What follows belongs to an exercise in optimizing a design on an open flow for small area; a production flow would make more cautious choices. No functional check of the RTL was part of this run. No driver is modelled on the clock port, so clocking that relies on it looks cheaper here than on a real chip. Power and IR drop assume default switching activity.

==> flow/design.v <==
module FIR_MAC (
    input  [7:0] v0, v1, v2, v3, v4, y0, y1, y2, y3, y4, z0, z1, z2, z3,
    output [18:0] sum
);
    wire s1, c2;
    FIR_FA u3 (.a(v1[0]), .b(v2[0]), .c(1'b1), .s(s1), .co(c2));
    wire s4, c5;
    FIR_FA u6 (.a(v1[1]), .b(v2[1]), .c(c2), .s(s4), .co(c5));
    wire s7, c8;
    FIR_FA u9 (.a(v1[2]), .b(v2[2]), .c(c5), .s(s7), .co(c8));
    wire s10, c11;
    FIR_FA u12 (.a(v1[3]), .b(v2[3]), .c(c8), .s(s10), .co(c11));
    wire s13, c14;
    FIR_FA u15 (.a(v1[4]), .b(v2[4]), .c(c11), .s(s13), .co(c14));
    wire s16, c17;
    FIR_FA u18 (.a(v1[5]), .b(v2[5]), .c(c14), .s(s16), .co(c17));
    wire s19, c20;
    FIR_FA u21 (.a(v1[6]), .b(v2[6]), .c(c17), .s(s19), .co(c20));
    wire s22, c23;
    FIR_FA u24 (.a(v1[7]), .b(v2[7]), .c(c20), .s(s22), .co(c23));
    wire s25, c26;
    FIR_FA u27 (.a(v3[0]), .b(z3[0]), .c(1'b1), .s(s25), .co(c26));
    wire s28, c29;
    FIR_FA u30 (.a(v3[1]), .b(z3[1]), .c(c26), .s(s28), .co(c29));
    wire s31, c32;
    FIR_FA u33 (.a(v3[2]), .b(z3[2]), .c(c29), .s(s31), .co(c32));
    wire s34, c35;
    FIR_FA u36 (.a(v3[3]), .b(z3[3]), .c(c32), .s(s34), .co(c35));
    wire s37, c38;
    FIR_FA u39 (.a(v3[4]), .b(z3[4]), .c(c35), .s(s37), .co(c38));
    wire s40, c41;
    FIR_FA u42 (.a(v3[5]), .b(z3[5]), .c(c38), .s(s40), .co(c41));
    wire s43, c44;
    FIR_FA u45 (.a(v3[6]), .b(z3[6]), .c(c41), .s(s43), .co(c44));
    wire s46, c47;
    FIR_FA u48 (.a(v3[7]), .b(z3[7]), .c(c44), .s(s46), .co(c47));
    wire s49, c50;
    FIR_FA u51 (.a(v4[0]), .b(y1[0]), .c(1'b1), .s(s49), .co(c50));
    wire s52, c53;
    FIR_FA u54 (.a(v4[1]), .b(y1[1]), .c(c50), .s(s52), .co(c53));
    wire s55, c56;
    FIR_FA u57 (.a(v4[2]), .b(y1[2]), .c(c53), .s(s55), .co(c56));
    wire s58, c59;
    FIR_FA u60 (.a(v4[3]), .b(y1[3]), .c(c56), .s(s58), .co(c59));
    wire s61, c62;
    FIR_FA u63 (.a(v4[4]), .b(y1[4]), .c(c59), .s(s61), .co(c62));
    wire s64, c65;
    FIR_FA u66 (.a(v4[5]), .b(y1[5]), .c(c62), .s(s64), .co(c65));
    wire s67, c68;
    FIR_FA u69 (.a(v4[6]), .b(y1[6]), .c(c65), .s(s67), .co(c68));
    wire s70, c71;
    FIR_FA u72 (.a(v4[7]), .b(y1[7]), .c(c68), .s(s70), .co(c71));
    wire s73 = z1[0] ^ z2[0];
    wire c74 = z1[0] & z2[0];
    wire s75, c76;
    FIR_FA u77 (.a(z1[1]), .b(z2[1]), .c(c74), .s(s75), .co(c76));
    wire s78, c79;
    FIR_FA u80 (.a(z1[2]), .b(z2[2]), .c(c76), .s(s78), .co(c79));
    wire s81, c82;
    FIR_FA u83 (.a(z1[3]), .b(z2[3]), .c(c79), .s(s81), .co(c82));
    wire s84, c85;
    FIR_FA u86 (.a(z1[4]), .b(z2[4]), .c(c82), .s(s84), .co(c85));
    wire s87, c88;
    FIR_FA u89 (.a(z1[5]), .b(z2[5]), .c(c85), .s(s87), .co(c88));
    wire s90, c91;
    FIR_FA u92 (.a(z1[6]), .b(z2[6]), .c(c88), .s(s90), .co(c91));
    wire s93, c94;
    FIR_FA u95 (.a(z1[7]), .b(z2[7]), .c(c91), .s(s93), .co(c94));
    wire s96, c97;
    FIR_FA u98 (.a(~v1[0]), .b(z3[0]), .c(s73), .s(s96), .co(c97));
    wire s99, c100;
    FIR_FA u101 (.a(v0[0]), .b(v1[1]), .c(y0[0]), .s(s99), .co(c100));
    wire s102, c103;
    FIR_FA u104 (.a(y4[0]), .b(s1), .c(s99), .s(s102), .co(c103));
    wire s105, c106;
    FIR_FA u107 (.a(z3[1]), .b(s49), .c(s75), .s(s105), .co(c106));
    wire s108, c109;
    FIR_FA u110 (.a(c97), .b(~s102), .c(s105), .s(s108), .co(c109));
    wire s111, c112;
    FIR_FA u113 (.a(v0[1]), .b(v1[2]), .c(v2[0]), .s(s111), .co(c112));
    wire s114, c115;
    FIR_FA u116 (.a(y0[1]), .b(y4[1]), .c(c100), .s(s114), .co(c115));
    wire s117, c118;
    FIR_FA u119 (.a(y3[0]), .b(z3[2]), .c(s25), .s(s117), .co(c118));
    wire s120, c121;
    FIR_FA u122 (.a(s111), .b(c103), .c(s4), .s(s120), .co(c121));
    wire s123, c124;
    FIR_FA u125 (.a(s52), .b(s117), .c(s78), .s(s123), .co(c124));
    wire s126, c127;
    FIR_FA u128 (.a(c106), .b(s123), .c(c109), .s(s126), .co(c127));
    wire s129, c130;
    FIR_FA u131 (.a(s114), .b(s120), .c(~s126), .s(s129), .co(c130));
    wire s132, c133;
    FIR_FA u134 (.a(v0[2]), .b(v1[3]), .c(v2[1]), .s(s132), .co(c133));
    wire s135, c136;
    FIR_FA u137 (.a(v4[0]), .b(y3[1]), .c(z2[0]), .s(s135), .co(c136));
    wire s138, c139;
    FIR_FA u140 (.a(y0[2]), .b(y0[0]), .c(y4[2]), .s(s138), .co(c139));
    wire s141, c142;
    FIR_FA u143 (.a(c112), .b(s132), .c(s138), .s(s141), .co(c142));
    wire s144, c145;
    FIR_FA u146 (.a(z3[3]), .b(s135), .c(c118), .s(s144), .co(c145));
    wire s147, c148;
    FIR_FA u149 (.a(c115), .b(s141), .c(s7), .s(s147), .co(c148));
    wire s150, c151;
    FIR_FA u152 (.a(s28), .b(s55), .c(s144), .s(s150), .co(c151));
    wire s153, c154;
    FIR_FA u155 (.a(s81), .b(c124), .c(s150), .s(s153), .co(c154));
    wire s156, c157;
    FIR_FA u158 (.a(c121), .b(s147), .c(c130), .s(s156), .co(c157));
    wire s159, c160;
    FIR_FA u161 (.a(c127), .b(s153), .c(~s156), .s(s159), .co(c160));
    wire s162, c163;
    FIR_FA u164 (.a(v0[3]), .b(v1[4]), .c(v2[2]), .s(s162), .co(c163));
    wire s165, c166;
    FIR_FA u167 (.a(y0[3]), .b(y0[1]), .c(y1[0]), .s(s165), .co(c166));
    wire s168, c169;
    FIR_FA u170 (.a(v4[1]), .b(y3[2]), .c(z2[1]), .s(s168), .co(c169));
    wire s171, c172;
    FIR_FA u173 (.a(y4[3]), .b(z0[0]), .c(z3[0]), .s(s171), .co(c172));
    wire s174, c175;
    FIR_FA u176 (.a(c133), .b(c139), .c(s162), .s(s174), .co(c175));
    wire s177, c178;
    FIR_FA u179 (.a(z3[4]), .b(c136), .c(s168), .s(s177), .co(c178));
    wire s180, c181;
    FIR_FA u182 (.a(s165), .b(s171), .c(c142), .s(s180), .co(c181));
    wire s183, c184;
    FIR_FA u185 (.a(s177), .b(c145), .c(s31), .s(s183), .co(c184));
    wire s186, c187;
    FIR_FA u188 (.a(s174), .b(s180), .c(s10), .s(s186), .co(c187));
    wire s189, c190;
    FIR_FA u191 (.a(s58), .b(c151), .c(s183), .s(s189), .co(c190));
    wire s192, c193;
    FIR_FA u194 (.a(s84), .b(c154), .c(s189), .s(s192), .co(c193));
    wire s195, c196;
    FIR_FA u197 (.a(c148), .b(s186), .c(c157), .s(s195), .co(c196));
    wire s198, c199;
    FIR_FA u200 (.a(s192), .b(~s195), .c(c160), .s(s198), .co(c199));
    wire s201, c202;
    FIR_FA u203 (.a(v0[4]), .b(v1[5]), .c(v2[3]), .s(s201), .co(c202));
    wire s204, c205;
    FIR_FA u206 (.a(v2[0]), .b(v4[2]), .c(y3[3]), .s(s204), .co(c205));
    wire s207, c208;
    FIR_FA u209 (.a(y0[4]), .b(y0[2]), .c(y1[1]), .s(s207), .co(c208));
    wire s210, c211;
    FIR_FA u212 (.a(y4[4]), .b(z0[1]), .c(z3[1]), .s(s210), .co(c211));
    wire s213, c214;
    FIR_FA u215 (.a(z1[0]), .b(z2[2]), .c(z3[5]), .s(s213), .co(c214));
    wire s216, c217;
    FIR_FA u218 (.a(c163), .b(c166), .c(c172), .s(s216), .co(c217));
    wire s219, c220;
    FIR_FA u221 (.a(s25), .b(s201), .c(s207), .s(s219), .co(c220));
    wire s222, c223;
    FIR_FA u224 (.a(c169), .b(s204), .c(s213), .s(s222), .co(c223));
    wire s225, c226;
    FIR_FA u227 (.a(s210), .b(c175), .c(s216), .s(s225), .co(c226));
    wire s228, c229;
    FIR_FA u230 (.a(s219), .b(c181), .c(s225), .s(s228), .co(c229));
    wire s231, c232;
    FIR_FA u233 (.a(c178), .b(s222), .c(s34), .s(s231), .co(c232));
    wire s234, c235;
    FIR_FA u236 (.a(s228), .b(s13), .c(c187), .s(s234), .co(c235));
    wire s237, c238;
    FIR_FA u239 (.a(c184), .b(s61), .c(c190), .s(s237), .co(c238));
    wire s240, c241;
    FIR_FA u242 (.a(s231), .b(s87), .c(c193), .s(s240), .co(c241));
    wire s243, c244;
    FIR_FA u245 (.a(~s234), .b(s237), .c(s240), .s(s243), .co(c244));
    wire s246, c247;
    FIR_FA u248 (.a(~c196), .b(s243), .c(c199), .s(s246), .co(c247));
    wire s249, c250;
    FIR_FA u251 (.a(v0[5]), .b(v1[6]), .c(v2[4]), .s(s249), .co(c250));
    wire s252, c253;
    FIR_FA u254 (.a(v2[1]), .b(v4[3]), .c(y3[4]), .s(s252), .co(c253));
    wire s255, c256;
    FIR_FA u257 (.a(y0[5]), .b(y0[3]), .c(y1[2]), .s(s255), .co(c256));
    wire s258, c259;
    FIR_FA u260 (.a(y3[0]), .b(y4[5]), .c(z0[2]), .s(s258), .co(c259));
    wire s261, c262;
    FIR_FA u263 (.a(z1[1]), .b(z2[3]), .c(z3[6]), .s(s261), .co(c262));
    wire s264, c265;
    FIR_FA u266 (.a(z3[2]), .b(c202), .c(c208), .s(s264), .co(c265));
    wire s267, c268;
    FIR_FA u269 (.a(c205), .b(c214), .c(s252), .s(s267), .co(c268));
    wire s270, c271;
    FIR_FA u272 (.a(c211), .b(s49), .c(s249), .s(s270), .co(c271));
    wire s273, c274;
    FIR_FA u275 (.a(s255), .b(s258), .c(c217), .s(s273), .co(c274));
    wire s276, c277;
    FIR_FA u278 (.a(c220), .b(s28), .c(s264), .s(s276), .co(c277));
    wire s279, c280;
    FIR_FA u281 (.a(s261), .b(c223), .c(s267), .s(s279), .co(c280));
    wire s282, c283;
    FIR_FA u284 (.a(s270), .b(c226), .c(s273), .s(s282), .co(c283));
    wire s285, c286;
    FIR_FA u287 (.a(s276), .b(c229), .c(s282), .s(s285), .co(c286));
    wire s288, c289;
    FIR_FA u290 (.a(s279), .b(s37), .c(c232), .s(s288), .co(c289));
    wire s291, c292;
    FIR_FA u293 (.a(s285), .b(s16), .c(c235), .s(s291), .co(c292));
    wire s294, c295;
    FIR_FA u296 (.a(s64), .b(c238), .c(s288), .s(s294), .co(c295));
    wire s297, c298;
    FIR_FA u299 (.a(s90), .b(c241), .c(s294), .s(s297), .co(c298));
    wire s300, c301;
    FIR_FA u302 (.a(~s291), .b(s297), .c(c244), .s(s300), .co(c301));
    wire s303, c304;
    FIR_FA u305 (.a(c247), .b(s300), .c(1'b1), .s(s303), .co(c304));
    wire s306 = v2[2] ^ v4[4];
    wire c307 = v2[2] & v4[4];
    wire s308, c309;
    FIR_FA u310 (.a(y3[5]), .b(z1[2]), .c(z2[4]), .s(s308), .co(c309));
    wire s311, c312;
    FIR_FA u313 (.a(v0[6]), .b(v1[7]), .c(v2[5]), .s(s311), .co(c312));
    wire s314, c315;
    FIR_FA u316 (.a(y0[6]), .b(y0[4]), .c(y1[3]), .s(s314), .co(c315));
    wire s317, c318;
    FIR_FA u319 (.a(y2[0]), .b(y3[1]), .c(y4[6]), .s(s317), .co(c318));
    wire s320, c321;
    FIR_FA u322 (.a(z0[3]), .b(z3[3]), .c(s73), .s(s320), .co(c321));
    wire s323, c324;
    FIR_FA u325 (.a(z3[7]), .b(s306), .c(c253), .s(s323), .co(c324));
    wire s326, c327;
    FIR_FA u328 (.a(c250), .b(c256), .c(c259), .s(s326), .co(c327));
    wire s329, c330;
    FIR_FA u331 (.a(s1), .b(s311), .c(s314), .s(s329), .co(c330));
    wire s332, c333;
    FIR_FA u334 (.a(s317), .b(s320), .c(c265), .s(s332), .co(c333));
    wire s335, c336;
    FIR_FA u337 (.a(c262), .b(s308), .c(c268), .s(s335), .co(c336));
    wire s338, c339;
    FIR_FA u340 (.a(c271), .b(s52), .c(s326), .s(s338), .co(c339));
    wire s341, c342;
    FIR_FA u343 (.a(s329), .b(c274), .c(s31), .s(s341), .co(c342));
    wire s344, c345;
    FIR_FA u346 (.a(s323), .b(c280), .c(s335), .s(s344), .co(c345));
    wire s347, c348;
    FIR_FA u349 (.a(c277), .b(s332), .c(s338), .s(s347), .co(c348));
    wire s350, c351;
    FIR_FA u352 (.a(c283), .b(s341), .c(s347), .s(s350), .co(c351));
    wire s353, c354;
    FIR_FA u355 (.a(s344), .b(s40), .c(c289), .s(s353), .co(c354));
    wire s356, c357;
    FIR_FA u358 (.a(c286), .b(s350), .c(s19), .s(s356), .co(c357));
    wire s359, c360;
    FIR_FA u361 (.a(s67), .b(s353), .c(c295), .s(s359), .co(c360));
    wire s362, c363;
    FIR_FA u364 (.a(s93), .b(c298), .c(s359), .s(s362), .co(c363));
    wire s365, c366;
    FIR_FA u367 (.a(c292), .b(s356), .c(~s362), .s(s365), .co(c366));
    wire s368, c369;
    FIR_FA u370 (.a(c301), .b(~s365), .c(c304), .s(s368), .co(c369));
    wire s371, c372;
    FIR_FA u373 (.a(v0[7]), .b(v2[6]), .c(v2[0]), .s(s371), .co(c372));
    wire s374, c375;
    FIR_FA u376 (.a(v3[0]), .b(y0[7]), .c(y0[5]), .s(s374), .co(c375));
    wire s377, c378;
    FIR_FA u379 (.a(v2[3]), .b(v4[5]), .c(y3[6]), .s(s377), .co(c378));
    wire s380, c381;
    FIR_FA u382 (.a(y1[4]), .b(y2[1]), .c(y3[2]), .s(s380), .co(c381));
    wire s383, c384;
    FIR_FA u385 (.a(y4[7]), .b(z0[4]), .c(z3[4]), .s(s383), .co(c384));
    wire s386, c387;
    FIR_FA u388 (.a(z1[3]), .b(z2[5]), .c(c307), .s(s386), .co(c387));
    wire s389, c390;
    FIR_FA u391 (.a(c312), .b(c315), .c(c318), .s(s389), .co(c390));
    wire s392, c393;
    FIR_FA u394 (.a(s371), .b(s374), .c(s380), .s(s392), .co(c393));
    wire s395, c396;
    FIR_FA u397 (.a(c309), .b(s377), .c(s386), .s(s395), .co(c396));
    wire s398, c399;
    FIR_FA u400 (.a(s383), .b(s75), .c(c321), .s(s398), .co(c399));
    wire s401, c402;
    FIR_FA u403 (.a(c327), .b(c330), .c(s4), .s(s401), .co(c402));
    wire s404, c405;
    FIR_FA u406 (.a(s389), .b(s392), .c(s398), .s(s404), .co(c405));
    wire s407, c408;
    FIR_FA u409 (.a(c324), .b(s395), .c(c336), .s(s407), .co(c408));
    wire s410, c411;
    FIR_FA u412 (.a(c333), .b(s55), .c(c339), .s(s410), .co(c411));
    wire s413, c414;
    FIR_FA u415 (.a(s401), .b(s404), .c(s34), .s(s413), .co(c414));
    wire s416, c417;
    FIR_FA u418 (.a(c342), .b(c348), .c(s410), .s(s416), .co(c417));
    wire s419, c420;
    FIR_FA u421 (.a(s413), .b(c351), .c(s416), .s(s419), .co(c420));
    wire s422, c423;
    FIR_FA u424 (.a(c345), .b(s407), .c(s43), .s(s422), .co(c423));
    wire s425, c426;
    FIR_FA u427 (.a(c354), .b(c94), .c(s70), .s(s425), .co(c426));
    wire s428, c429;
    FIR_FA u430 (.a(s419), .b(s22), .c(c357), .s(s428), .co(c429));
    wire s431, c432;
    FIR_FA u433 (.a(s422), .b(c360), .c(s425), .s(s431), .co(c432));
    wire s434, c435;
    FIR_FA u436 (.a(~s428), .b(c363), .c(s431), .s(s434), .co(c435));
    wire s437, c438;
    FIR_FA u439 (.a(~c366), .b(s434), .c(c369), .s(s437), .co(c438));
    wire s440, c441;
    FIR_FA u442 (.a(v2[7]), .b(v2[1]), .c(v3[1]), .s(s440), .co(c441));
    wire s443, c444;
    FIR_FA u445 (.a(v2[4]), .b(v4[6]), .c(y3[7]), .s(s443), .co(c444));
    wire s446, c447;
    FIR_FA u448 (.a(y0[6]), .b(y1[5]), .c(y2[2]), .s(s446), .co(c447));
    wire s449, c450;
    FIR_FA u451 (.a(y3[3]), .b(z0[5]), .c(z3[5]), .s(s449), .co(c450));
    wire s452, c453;
    FIR_FA u454 (.a(z1[4]), .b(z2[6]), .c(c378), .s(s452), .co(c453));
    wire s455, c456;
    FIR_FA u457 (.a(c372), .b(c375), .c(c381), .s(s455), .co(c456));
    wire s458, c459;
    FIR_FA u460 (.a(c384), .b(s440), .c(s446), .s(s458), .co(c459));
    wire s461, c462;
    FIR_FA u463 (.a(s449), .b(c390), .c(c393), .s(s461), .co(c462));
    wire s464, c465;
    FIR_FA u466 (.a(s443), .b(c387), .c(s452), .s(s464), .co(c465));
    wire s467, c468;
    FIR_FA u469 (.a(s455), .b(s458), .c(s78), .s(s467), .co(c468));
    wire s470, c471;
    FIR_FA u472 (.a(c399), .b(s7), .c(c402), .s(s470), .co(c471));
    wire s473, c474;
    FIR_FA u475 (.a(s461), .b(c405), .c(s467), .s(s473), .co(c474));
    wire s476, c477;
    FIR_FA u478 (.a(c396), .b(s464), .c(c408), .s(s476), .co(c477));
    wire s479, c480;
    FIR_FA u481 (.a(s58), .b(c411), .c(s470), .s(s479), .co(c480));
    wire s482, c483;
    FIR_FA u484 (.a(s473), .b(s37), .c(c414), .s(s482), .co(c483));
    wire s485, c486;
    FIR_FA u487 (.a(c417), .b(s479), .c(s482), .s(s485), .co(c486));
    wire s488, c489;
    FIR_FA u490 (.a(c420), .b(s485), .c(c23), .s(s488), .co(c489));
    wire s491, c492;
    FIR_FA u493 (.a(s476), .b(c71), .c(s46), .s(s491), .co(c492));
    wire s494, c495;
    FIR_FA u496 (.a(c423), .b(c426), .c(s491), .s(s494), .co(c495));
    wire s497, c498;
    FIR_FA u499 (.a(c432), .b(s494), .c(c435), .s(s497), .co(c498));
    wire s500, c501;
    FIR_FA u502 (.a(s488), .b(c429), .c(~s497), .s(s500), .co(c501));
    wire s503, c504;
    FIR_FA u505 (.a(c438), .b((~s500)), .c(1'b1), .s(s503), .co(c504));
    wire s506 = v2[5] ^ v4[7];
    wire c507 = v2[5] & v4[7];
    wire s508, c509;
    FIR_FA u510 (.a(v2[2]), .b(v3[2]), .c(y0[7]), .s(s508), .co(c509));
    wire s511, c512;
    FIR_FA u513 (.a(y1[6]), .b(y2[3]), .c(y3[4]), .s(s511), .co(c512));
    wire s514, c515;
    FIR_FA u516 (.a(z1[5]), .b(z2[7]), .c(s506), .s(s514), .co(c515));
    wire s517, c518;
    FIR_FA u519 (.a(z0[6]), .b(z3[6]), .c(c441), .s(s517), .co(c518));
    wire s520, c521;
    FIR_FA u522 (.a(c447), .b(c450), .c(s508), .s(s520), .co(c521));
    wire s523, c524;
    FIR_FA u525 (.a(c444), .b(s514), .c(c453), .s(s523), .co(c524));
    wire s526, c527;
    FIR_FA u528 (.a(s511), .b(c456), .c(c459), .s(s526), .co(c527));
    wire s529, c530;
    FIR_FA u531 (.a(s517), .b(s520), .c(c462), .s(s529), .co(c530));
    wire s532, c533;
    FIR_FA u534 (.a(s526), .b(s81), .c(c468), .s(s532), .co(c533));
    wire s535, c536;
    FIR_FA u537 (.a(s10), .b(c471), .c(s529), .s(s535), .co(c536));
    wire s538, c539;
    FIR_FA u540 (.a(c465), .b(s523), .c(c477), .s(s538), .co(c539));
    wire s541, c542;
    FIR_FA u543 (.a(c474), .b(s532), .c(s61), .s(s541), .co(c542));
    wire s544, c545;
    FIR_FA u546 (.a(c480), .b(s535), .c(s40), .s(s544), .co(c545));
    wire s547, c548;
    FIR_FA u549 (.a(c483), .b(s541), .c(s544), .s(s547), .co(c548));
    wire s550, c551;
    FIR_FA u552 (.a(c486), .b(s547), .c(c489), .s(s550), .co(c551));
    wire s553, c554;
    FIR_FA u555 (.a(s538), .b(c47), .c(c492), .s(s553), .co(c554));
    wire s556, c557;
    FIR_FA u558 (.a(~s550), .b(c495), .c(s553), .s(s556), .co(c557));
    wire s559, c560;
    FIR_FA u561 (.a(s556), .b(c498), .c(c504), .s(s559), .co(c560));
    wire s562 = c501 ^ (~s559);
    wire c563 = c501 & (~s559);
    wire s564 = v2[6] ^ z1[6];
    wire c565 = v2[6] & z1[6];
    wire s566, c567;
    FIR_FA u568 (.a(v2[3]), .b(v3[3]), .c(y1[7]), .s(s566), .co(c567));
    wire s569, c570;
    FIR_FA u571 (.a(y2[4]), .b(y3[5]), .c(z0[7]), .s(s569), .co(c570));
    wire s572, c573;
    FIR_FA u574 (.a(z3[7]), .b(c509), .c(c512), .s(s572), .co(c573));
    wire s575, c576;
    FIR_FA u577 (.a(c507), .b(s564), .c(c515), .s(s575), .co(c576));
    wire s578, c579;
    FIR_FA u580 (.a(s566), .b(s569), .c(c518), .s(s578), .co(c579));
    wire s581, c582;
    FIR_FA u583 (.a(c521), .b(s572), .c(c527), .s(s581), .co(c582));
    wire s584, c585;
    FIR_FA u586 (.a(s578), .b(c530), .c(s581), .s(s584), .co(c585));
    wire s587, c588;
    FIR_FA u589 (.a(s84), .b(c533), .c(s13), .s(s587), .co(c588));
    wire s590, c591;
    FIR_FA u592 (.a(s575), .b(c524), .c(c539), .s(s590), .co(c591));
    wire s593, c594;
    FIR_FA u595 (.a(c536), .b(s584), .c(s64), .s(s593), .co(c594));
    wire s596, c597;
    FIR_FA u598 (.a(c542), .b(s587), .c(s43), .s(s596), .co(c597));
    wire s599, c600;
    FIR_FA u601 (.a(c545), .b(s593), .c(c548), .s(s599), .co(c600));
    wire s602, c603;
    FIR_FA u604 (.a(s596), .b(s599), .c(c551), .s(s602), .co(c603));
    wire s605, c606;
    FIR_FA u607 (.a(s590), .b(c554), .c(c557), .s(s605), .co(c606));
    wire s608, c609;
    FIR_FA u610 (.a(~s602), .b(s605), .c(c560), .s(s608), .co(c609));
    wire s611 = c563 ^ (~s608);
    wire c612 = c563 & (~s608);
    wire s613 = v2[7] ^ z1[7];
    wire c614 = v2[7] & z1[7];
    wire s615, c616;
    FIR_FA u617 (.a(v2[4]), .b(v3[4]), .c(y2[5]), .s(s615), .co(c616));
    wire s618, c619;
    FIR_FA u620 (.a(y3[6]), .b(c567), .c(c570), .s(s618), .co(c619));
    wire s621, c622;
    FIR_FA u623 (.a(s615), .b(c573), .c(s618), .s(s621), .co(c622));
    wire s624, c625;
    FIR_FA u626 (.a(c565), .b(s613), .c(c576), .s(s624), .co(c625));
    wire s627, c628;
    FIR_FA u629 (.a(c579), .b(s621), .c(c582), .s(s627), .co(c628));
    wire s630, c631;
    FIR_FA u632 (.a(c585), .b(s627), .c(s87), .s(s630), .co(c631));
    wire s633, c634;
    FIR_FA u635 (.a(s16), .b(c588), .c(s630), .s(s633), .co(c634));
    wire s636, c637;
    FIR_FA u638 (.a(s67), .b(c594), .c(s633), .s(s636), .co(c637));
    wire s639, c640;
    FIR_FA u641 (.a(s46), .b(c597), .c(s636), .s(s639), .co(c640));
    wire s642, c643;
    FIR_FA u644 (.a(s624), .b(c591), .c(~c600), .s(s642), .co(c643));
    wire s645, c646;
    FIR_FA u647 (.a(s639), .b(~s642), .c(c603), .s(s645), .co(c646));
    wire s648, c649;
    FIR_FA u650 (.a(~s645), .b(c606), .c(c609), .s(s648), .co(c649));
    wire s651 = c612 ^ (~s648);
    wire c652 = c612 & (~s648);
    wire s653, c654;
    FIR_FA u655 (.a(v2[5]), .b(v3[5]), .c(y2[6]), .s(s653), .co(c654));
    wire s656, c657;
    FIR_FA u658 (.a(y3[7]), .b(c616), .c(s653), .s(s656), .co(c657));
    wire s659, c660;
    FIR_FA u661 (.a(c619), .b(s656), .c(c622), .s(s659), .co(c660));
    wire s662, c663;
    FIR_FA u664 (.a(c614), .b(c625), .c(~s659), .s(s662), .co(c663));
    wire s665, c666;
    FIR_FA u667 (.a(c628), .b(s90), .c(c631), .s(s665), .co(c666));
    wire s668, c669;
    FIR_FA u670 (.a(s19), .b(c634), .c(s665), .s(s668), .co(c669));
    wire s671, c672;
    FIR_FA u673 (.a(c47), .b(s70), .c(c637), .s(s671), .co(c672));
    wire s674, c675;
    FIR_FA u676 (.a(s668), .b(c640), .c(s671), .s(s674), .co(c675));
    wire s677, c678;
    FIR_FA u679 (.a(s662), .b(c643), .c(~s674), .s(s677), .co(c678));
    wire s680, c681;
    FIR_FA u682 (.a(~c646), .b(s677), .c(c649), .s(s680), .co(c681));
    wire s683 = c652 ^ (~s680);
    wire c684 = c652 & (~s680);
    wire s685, c686;
    FIR_FA u687 (.a(v2[6]), .b(v3[6]), .c(y2[7]), .s(s685), .co(c686));
    wire s688, c689;
    FIR_FA u690 (.a(c654), .b(s685), .c(c657), .s(s688), .co(c689));
    wire s691, c692;
    FIR_FA u693 (.a(s688), .b(c660), .c(~c663), .s(s691), .co(c692));
    wire s694, c695;
    FIR_FA u696 (.a(s691), .b(s93), .c(c666), .s(s694), .co(c695));
    wire s697, c698;
    FIR_FA u699 (.a(c71), .b(s22), .c(c669), .s(s697), .co(c698));
    wire s700, c701;
    FIR_FA u702 (.a(s694), .b(c672), .c(s697), .s(s700), .co(c701));
    wire s703, c704;
    FIR_FA u705 (.a(c675), .b(s700), .c(~c678), .s(s703), .co(c704));
    wire s706, c707;
    FIR_FA u708 (.a(s703), .b(~c681), .c(c684), .s(s706), .co(c707));
    wire s709, c710;
    FIR_FA u711 (.a(v2[7]), .b(v3[7]), .c(1'b1), .s(s709), .co(c710));
    wire s712, c713;
    FIR_FA u714 (.a(c686), .b(s709), .c(c689), .s(s712), .co(c713));
    wire s715, c716;
    FIR_FA u717 (.a(s712), .b(c692), .c(c94), .s(s715), .co(c716));
    wire s718, c719;
    FIR_FA u720 (.a(c23), .b(s715), .c(c695), .s(s718), .co(c719));
    wire s721, c722;
    FIR_FA u723 (.a(c698), .b(s718), .c(c701), .s(s721), .co(c722));
    wire s724, c725;
    FIR_FA u726 (.a(s721), .b(c704), .c(c707), .s(s724), .co(c725));
    wire s727, c728;
    FIR_FA u729 (.a(c710), .b(c713), .c(1'b1), .s(s727), .co(c728));
    wire s730, c731;
    FIR_FA u732 (.a(s727), .b(c716), .c(c719), .s(s730), .co(c731));
    wire s733, c734;
    FIR_FA u735 (.a(s730), .b(c722), .c(c725), .s(s733), .co(c734));
    wire s736, c737;
    FIR_FA u738 (.a(c728), .b(c731), .c(1'b1), .s(s736), .co(c737));
    wire s739 = c734 ^ s736;
    wire c740 = c734 & s736;
    wire s741, c742;
    FIR_FA u743 (.a(c737), .b(c740), .c(1'b1), .s(s741), .co(c742));
    assign sum = {s741, s739, s733, s724, s706, s683, s651, s611, s562, ~s503, ~s437, ~s368, ~s303, ~s246, ~s198, ~s159, s129, ~s108, ~s96};
endmodule
module FIR_FA (input a, input b, input c, output s, output co);
    assign s  = a ^ b ^ c;
    assign co = (a & b) | (c & (a ^ b));
endmodule
module pulse_oximeter (
    input             CLK,
    input             rst_n,
    input             Find_Setting,
    input      [7:0]  V_ADC,
    output reg [6:0]  DC_Comp,
    output reg [3:0]  PGA_Gain,
    output reg        LED_IR,
    output reg        LED_RED,
    output reg [19:0] Out_IR,
    output reg [19:0] Out_RED
);
    wire       clk = CLK;
    wire [7:0] Vppg = V_ADC;
    reg        clk_filter;
    wire       en = !clk_filter;
    localparam S0 = 4'b0110,
               S1 = 4'b0000, S9 = 4'b0001, S2 = 4'b0010, S3 = 4'b0011,
               S4 = 4'b0100, S8 = 4'b0101,
               S5 = 4'b1000, S11 = 4'b1001, S6 = 4'b1010, S7 = 4'b1011,
               S10 = 4'b1101;
    reg [3:0] State;
    reg [8:0] cnt;
    reg [6:0] Oth_DC;
    reg [3:0] Oth_Gain;
    wire ir_on = State[3];
    wire [2:0] step = State[2:0];
    wire run  = (step == 3'b101);
    wire half = ir_on;
    wire clip = ir_on ? ((Vppg < 8'd21) | (Vppg > 8'd250))
                      : ((Vppg < 8'd4)  | (Vppg > 8'd250));
    wire low  = Vppg < 8'd150;
    wire [8:0] cnt_next = {cnt[7:0], ~(cnt[8] ^ cnt[4])};
    wire c2   = cnt[1];                      
    wire c4   = cnt[3];                      
    wire c475 = (cnt == 9'b110100001);
    wire q0   = ~cnt[0];                     
    wire qodd = (cnt[0] & ~cnt[1]) | (cnt[2] & ~cnt[3]);    
    wire q023 = ~cnt[0] | (cnt[1] & ~cnt[3]);               
    wire clip_end = (step == 3'b011) & clip;    
    wire toggle   = run & c4;                   
    wire swap     = (clip_end & ir_on) | toggle;
    wire cap_red  = (clip_end & ir_on) | (toggle & ir_on);
    wire cap_ir   = toggle & ~ir_on;
    always @(*) begin
        LED_IR  = ir_on;
        LED_RED = ~ir_on & (step != 3'b110) & ((step != 3'b000) | cnt[0]);
    end
    always @(posedge clk) begin
        if (!rst_n) clk_filter <= 1'b0;
        else        clk_filter <= !clk_filter;
    end
    always @(posedge clk) begin
        if (clip_end | toggle) begin
            Oth_DC   <= DC_Comp;
            Oth_Gain <= PGA_Gain;
        end
    end
    always @(posedge clk) begin
        if (!rst_n) begin
            State    <= S0;
            cnt      <= 9'd0;
            DC_Comp  <= 7'd0;
            PGA_Gain <= 4'd0;
        end else begin
            if (swap) begin
                DC_Comp  <= Oth_DC;
                PGA_Gain <= Oth_Gain;
            end
            case (step)
            3'b110: begin
                if (Find_Setting) State <= S1;
            end
            3'b000: begin
                PGA_Gain <= 4'd0;
                if (c2) State <= {ir_on, 3'b001};
                else cnt <= cnt_next;
            end
            3'b001: begin
                DC_Comp <= DC_Comp + 7'd1;
                if (low) State <= {ir_on, 3'b010};
            end
            3'b010: begin
                PGA_Gain <= PGA_Gain + 4'd1;
                cnt      <= 9'd0;
                State    <= {ir_on, 3'b011};
            end
            3'b011: begin
                if (clip) begin
                    cnt   <= 9'd0;
                    State <= ir_on ? S8 : S4;
                end else if (c475) State <= {ir_on, 3'b010};
                else cnt <= cnt_next;
            end
            3'b100: begin
                DC_Comp <= 7'd0;
                State   <= S5;
            end
            default: begin  
                if (c4) begin
                    cnt   <= 9'd0;
                    State <= {~ir_on, 3'b101};
                end else cnt <= cnt_next;
            end
            endcase
        end
    end
    reg [7:0] P0, P1, P2, P3, P4;
    reg [7:0] Q0, Q1, Q2, Q3, Q4;
    reg [7:0] V5;
    wire cap   = cap_red | cap_ir;
    wire shift = cap | !run;
    always @(posedge clk) begin
        Q0 <= P0; Q1 <= P1; Q2 <= P2; Q3 <= P3; Q4 <= P4;
        if (shift) begin
            P0 <= cap ? Vppg : 8'd0;
            P1 <= Q0; P2 <= Q1; P3 <= Q2; P4 <= Q3;
            V5 <= Q4;
        end else begin
            P0 <= Q0; P1 <= Q1; P2 <= Q2; P3 <= Q3; P4 <= Q4;
        end
    end
    wire ch_red = run & ~(qodd ^ half);
    wire rev    = qodd;
    wire [7:0] v0 = rev ? P4 : P0;
    wire [7:0] v1 = rev ? P3 : P1;
    wire [7:0] v2 = P2;
    wire [7:0] v3 = rev ? P1 : P3;
    wire [7:0] v4 = rev ? P0 : P4;
    wire [7:0] v5 = V5;
    wire sel1 = q0;      
    wire sel2 = q023;    
    wire [7:0] y0 = sel1 ? v1 : v0;
    wire [7:0] y1 = sel1 ? v2 : v1;
    wire [7:0] y2 = sel1 ? v3 : v2;
    wire [7:0] y3 = sel1 ? v4 : v3;
    wire [7:0] y4 = sel1 ? v5 : v4;
    wire [7:0] z0 = sel2 ? v1 : v0;
    wire [7:0] z1 = sel2 ? v2 : v1;
    wire [7:0] z2 = sel2 ? v3 : v2;
    wire [7:0] z3 = sel2 ? v4 : v3;
    wire [18:0] mac;
    FIR_MAC u_mac (
        .v0(v0), .v1(v1), .v2(v2), .v3(v3), .v4(v4),
        .y0(y0), .y1(y1), .y2(y2), .y3(y3), .y4(y4),
        .z0(z0), .z1(z1), .z2(z2), .z3(z3),
        .sum(mac)
    );
    reg [18:0] A;
    always @(posedge clk) A <= mac;
    always @(posedge clk) begin
        if (!rst_n) begin
            Out_IR  <= 0;
            Out_RED <= 0;
        end else if (en & run) begin
            Out_RED <= ch_red ? mac : A;
            Out_IR  <= ch_red ? A : mac;
        end
    end
endmodule
==> flow/flow/run.sh <==
#!/bin/bash
# The standard layout (standard.sh), with these changes: the port buffers are
# made from the smallest buffer cell; the clock tree's sink buffers are
# clkbuf_8 (below a clkbuf_16 root), without dummy loads; and after clock
# tree synthesis, fix_clk.tcl replaces the clkbuf_8 that drive flip-flops
# with too high a clock slew by clkbuf_16.
set -e
export BUFFER_PORTS_ARGS="-buffer_cell sky130_fd_sc_hd__buf_1"
export CTS_ARGS='-sink_clustering_enable -repair_clock_nets -root_buf sky130_fd_sc_hd__clkbuf_16 -buf_list {sky130_fd_sc_hd__clkbuf_8} -sink_buffer_max_cap_derate 0.3 -dont_use_dummy_load'
bash standard.sh cts > standard_cts.log 2>&1
RES=$PWD/orfs/results/sky130hd/pulse_oximeter/base CLK_SLEW_PS=90 \
  openroad -no_init -exit flow/fix_clk.tcl > fix_clk.log 2>&1
bash standard.sh > standard.log 2>&1
==> flow/flow/fix_clk.tcl <==
# After clock tree synthesis: every clkbuf_8 of the clock tree that drives a
# flip-flop clock pin whose slew (with placement-estimated parasitics) is
# over the threshold is replaced by a clkbuf_16, and placement is legalised.
set res $::env(RES)
read_liberty $::env(FLOW_HOME)/platforms/sky130hd/lib/sky130_fd_sc_hd__tt_025C_1v80.lib
read_db $res/4_cts.odb
read_sdc $res/4_cts.sdc
source $::env(FLOW_HOME)/platforms/sky130hd/setRC.tcl
estimate_parasitics -placement
set th_ps $::env(CLK_SLEW_PS)
set fix {}
foreach pin [all_registers -clock_pins -edge_triggered] {
  set worst 0
  foreach edge {rise fall} {
    foreach analysis {min max} {
      set s [sta::time_ui_sta [get_property $pin slew_${analysis}_$edge]]
      set worst [expr {max($worst, $s * 1e12)}]
    }
  }
  if {$worst > $th_ps} {
    set net [get_nets -of_objects $pin]
    foreach d [get_pins -of_objects $net -filter "direction==output"] {
      set inst [get_cells -of_objects $d]
      if {[get_property $inst ref_name] eq "sky130_fd_sc_hd__clkbuf_8"} {
        dict set fix [get_full_name $inst] 1
      }
    }
  }
}
foreach name [dict keys $fix] {
  puts "upsize $name"
  replace_cell [get_cells $name] sky130_fd_sc_hd__clkbuf_16
}
puts "upsized [dict size $fix] clock buffers"
detailed_placement
check_placement -verbose
write_db $res/4_cts.odb
==> flow/standard.sh <==
#!/bin/bash
# synth_recipe.tcl (not shown) runs the flow's synth.tcl, then flattens the netlist and writes it again
# the make line also repeats each setting of config.mk as NAME=value (left out here)
make -C /OpenROAD-flow-scripts/flow DESIGN_CONFIG=/design/flow/config.mk WORK_HOME=/design/flow/orfs CLKGATE_MAP_FILE= SYNTH_SCRIPT=/design/flow/synth_recipe.tcl "${@:-finish}"
==> flow/config.mk <==
export PLATFORM = sky130hd
export DESIGN_NAME = pulse_oximeter
export DESIGN_NICKNAME = pulse_oximeter
export VERILOG_FILES = /design/flow/design.v
export SDC_FILE = /design/flow/constraint.sdc
export NUM_CORES = 4
export LEC_CHECK = 0
export CAP_MARGIN = 20
export CORE_MARGIN = 2
export CORE_UTILIZATION = 75
export PLACE_DENSITY = 0.8
export SLEW_MARGIN = 20
export SYNTH_HIERARCHICAL = 1
==> flow/constraint.sdc <==
create_clock -name core_clock -period 15.0 [get_ports {CLK}]
set_input_delay 3.0000 -clock core_clock [delete_from_list [all_inputs] [get_ports {CLK}]]
set_output_delay 3.0000 -clock core_clock [all_outputs]
set_load 0.01 [all_outputs]
==> impl_metrics.tcl <==
set metrics [dict create \
    outcome "finished clean" \
    cts_made_buffers 17 \
    pwr-share-comb_pct 72.1 \
    clockPowerShare_pct 9.0 \
    diodes 0 \
    worstReg2RegEnd "Out_RED[18]" \
    power.switching_w 0.00155 \
    leakage_nw 6.31 \
    die_w_microns 135 \
    synth_cells 1039 \
    finalCritPeriodShare_pct 83.6 \
    vias_per_cell 6.17 \
    grt_pass1_wl_microns 44800 \
    worst_pin_slew_ps 1060 \
    drc 0 \
    path_clk_slew_ps 80 \
    die_height_microns 135 \
    reg2reg_slack_ps 2460 \
    start_util_pct 76.8 \
    cts_hold_buf 0 \
    cts_setup_buffers 0 \
    synth_cell_types 69 \
    synth_edf_count 19 \
    final-hold-violation-count 0 \
    yosysTopAreaCell "fa_1" \
    cts_buffer_depth 2 \
    cp_max_fo 33 \
    clock.fmax_ghz 0.0797 \
    cp-startpoint "cnt[3]" \
    ios 64 \
    total_power_w 0.00319 \
    setup_viol 0 \
    port_buffers 61 \
    drt_iter0_drc 665 \
    cts_tree "done" \
    p_int_w 0.00164 \
    vias 7965 \
    root_buffer "clkbuf_16" \
    rsz0062_at_grt "false" \
    endpoint_kind "flop" \
    rows 47 \
    clock_skew_ps 18.3 \
    cts-resized-gates 0 \
    ys_warn_count 7 \
    max-slew-margin-rel_pct 29.1 \
    slowest_delay_ps 570 \
    gp_congestion 0.946 \
    grt_usage_pct 33.6 \
    finalSetupTns_ps 0 \
    period_needed_ps 12540 \
    cts_max_level 4 \
    dp_hpwl_microns 22700 \
    core_area_sq_um 16600 \
    syn_to_final_growth_pct 4.41 \
    ys.flop_type "dfxtp_1" \
    yosysSeqAreaShare_pct 29.9 \
    postLayoutCoreUtil_pct 80.2 \
    cpMostUsedCell "fa_1" \
    cp.required_ps 15270 \
    timing.rr.start "cnt[3]" \
    ys_ff_latch 181 \
    synth_top_area_share_pct 37.8 \
    arrival_ps 12810 \
    slew_violations 0 \
    die-area_sq_um 18100 \
    critical_path_class "reg -> reg" \
    synth_async_sr_flop_share_pct 0 \
    hold_path_class "reg -> reg" \
    gr-total-overflow 0 \
    detail_route.first_pass.iterations 5 \
    sequentialPowerShare_pct 19.0 \
    peakVddDrop_uv 409 \
    layout-drive-gt1-share_pct 7.94 \
    holdWs_ps 353 \
    powerDensity_nw_per_um2 239 \
    avgSynthCellArea_sq_um 12.3 \
    clkSinkCount 181 \
    synth.area.top_cells "fa_1 (38%), dfxtp_1 (25%), mux2i_1 (7.5%)" \
    layout_commonest_cell "fa_1" \
    crit_end "Out_RED[18]" \
    grt_pass1_vias 8351 \
    r2r_cells 34 \
    switching_share_pct 48.6 \
    maxCapViolCount 0 \
    wl_microns 28600 \
    grt_max_degree 77 \
    routedWlPerCell_microns 22.1 \
    critPathSlowestCell "fa_1" \
    mostFrequentLayoutCells "fa_1 (241), dfxtp_1 (161), mux2i_1 (96), nor2_1 (91), inv_1 (78)" \
    clock_latency_ps 390 \
    nets 1336 \
    ant_nets 0 \
    antenna_found_initial 0 \
    critPathLaunchType "flop" \
    syn_area_sq_um 12800 \
]
==> power groups by stage <==
| stage | logic (W) | registers [W] | clock network, W |
|---|---|---|---|
| 3_5_place_dp | 0.00225 | 0.000616 | 0 |
| 3_3_place_gp | 0.00216 | 0.000613 | 0 |
| 5_1_grt | 0.00260 | 0.000610 | 0.000309 |
| 2_1_floorplan | 0.00192 | 0.000608 | 0 |
| 4_1_cts | 0.00228 | 0.000605 | 0.000263 |
| 6_report | 0.00230 | 0.000605 | 0.000286 |
==> sequential cells by signal, indices dropped and copies added, names as in the netlist, 7 cells and up <==
signal   cells
A           19
DC_Comp      7
Oth_DC       7
Out_IR      19
Out_RED     19
P0           8
P1           8
P2           8
P3           8
P4           8
Q0           8
Q1           8
Q2           8
Q3           8
Q4           8
V5           8
cnt          9
==> routing by layer <==
metal / global-route usage (%) / up-vias / part of all wire, % / routed length [microns]
met5: 0 / - / 0 / 0
li1: - / 3542 / - / -
met1: 46.5 / 4030 / 42 / 11900
met2: 53.7 / 320 / 49 / 13900
met4: 13.0 / 0 / 3.3 / 932
met3: 6.68 / 73 / 6.5 / 1860
==> critical path, delay by kind of cell (launching register included) <==
family | cells | cell delay (ps)
AO/OA/AOI/OAI | 3 | 680
adder cells (fa/ha/maj) | 24 | 9880
buffers and inverters | 5 | 760
flip-flops | 1 | 500
multiplexers | 2 | 600
==> metrics by stage <==
stage               cells  setup slack [ps]  area [sq um]
floorplan            1048              3280         12800
global placement     1273              2850         13000
detailed placement   1273              2480         13000
CTS                  1290              2490         13300
global route         1290              2020         13300
finish               1290              2460         13300
==> synthesized netlist by cell type (all sizes together) (10+ instances only) <==
master and count:
dfxtp 162, mux2 45, o21ai 17, nor3 10
fa 241, buf 24, ha 12, nand2 20
clkbuf 36, inv 79, edfxtp 19, a21oi 50
a211oi 41, mux2i 96, nor2 91
==> kinds of logic after synthesis <==
family,count (synthesis),share of synthesized area [%]
buf+inv,142,5.07
flops,181,29.9
other cells,2,0.0588
simple gates,152,5.26
xor+xnor,8,0.548
mux,141,11.6
compound gates,160,8.64
fa+ha+maj,253,38.9
==> area by class of cell <==
cell class / count / area, sq um
inverter: 80 / 300
clock buffer: 17 / 290
tap: 220 / 275
timing repair buffer: 67 / 274
sequential: 181 / 3810
multi-input combinational: 725 / 8380
fill: 997 / 3300
==> modules after synthesis (local to each module, per instance) <==
module / area [sq um] / times used
pulse_oximeter: 7600 / 1
FIR_MAC: 347 / 1
FIR_FA: 20.0 / 241
==> worst min path at each step <==
stage,startpoint,endpoint,slack (ps),depth (start not counted)
4_1_cts,P4[3],Q4[3],330,0
5_1_grt,P1[6],Q1[6],360,0
2_1_floorplan,P0[0],Q0[0],350,0
6_report,P1[6],Q1[6],350,0
3_5_place_dp,P4[3],Q4[3],360,0
3_3_place_gp,P4[6],Q4[6],360,0

-- port drivers added, routing unchanged --
The results above use ideal ports. As a check the final layout listed here was re-extracted and re-timed, cells and wires unchanged.
Step 1, drivers: a clkbuf_16 drives CLK and a buf_2 each remaining input, both assumed.
Step 2 also shifts input and output timing later by t, the mid clock arrival at the registers, as if the neighbouring blocks saw the same clock.
Slacks: ideal / step 1 / step 2; pairs: ideal / step 1.
shift t [ns]: 0.430
setup WS [ns]: 2.459 / 2.459 / 2.459
worst hold slack (ns): 0.353 / 0.353 / 0.353
clock arrival spread, ns: 0.019 / 0.019
cell pins on the clock port's net: 1
After both steps setup and hold are still met in this run. The setup slack of this run moves by 0.000 ns with the drivers and by 0.000 ns with both steps.
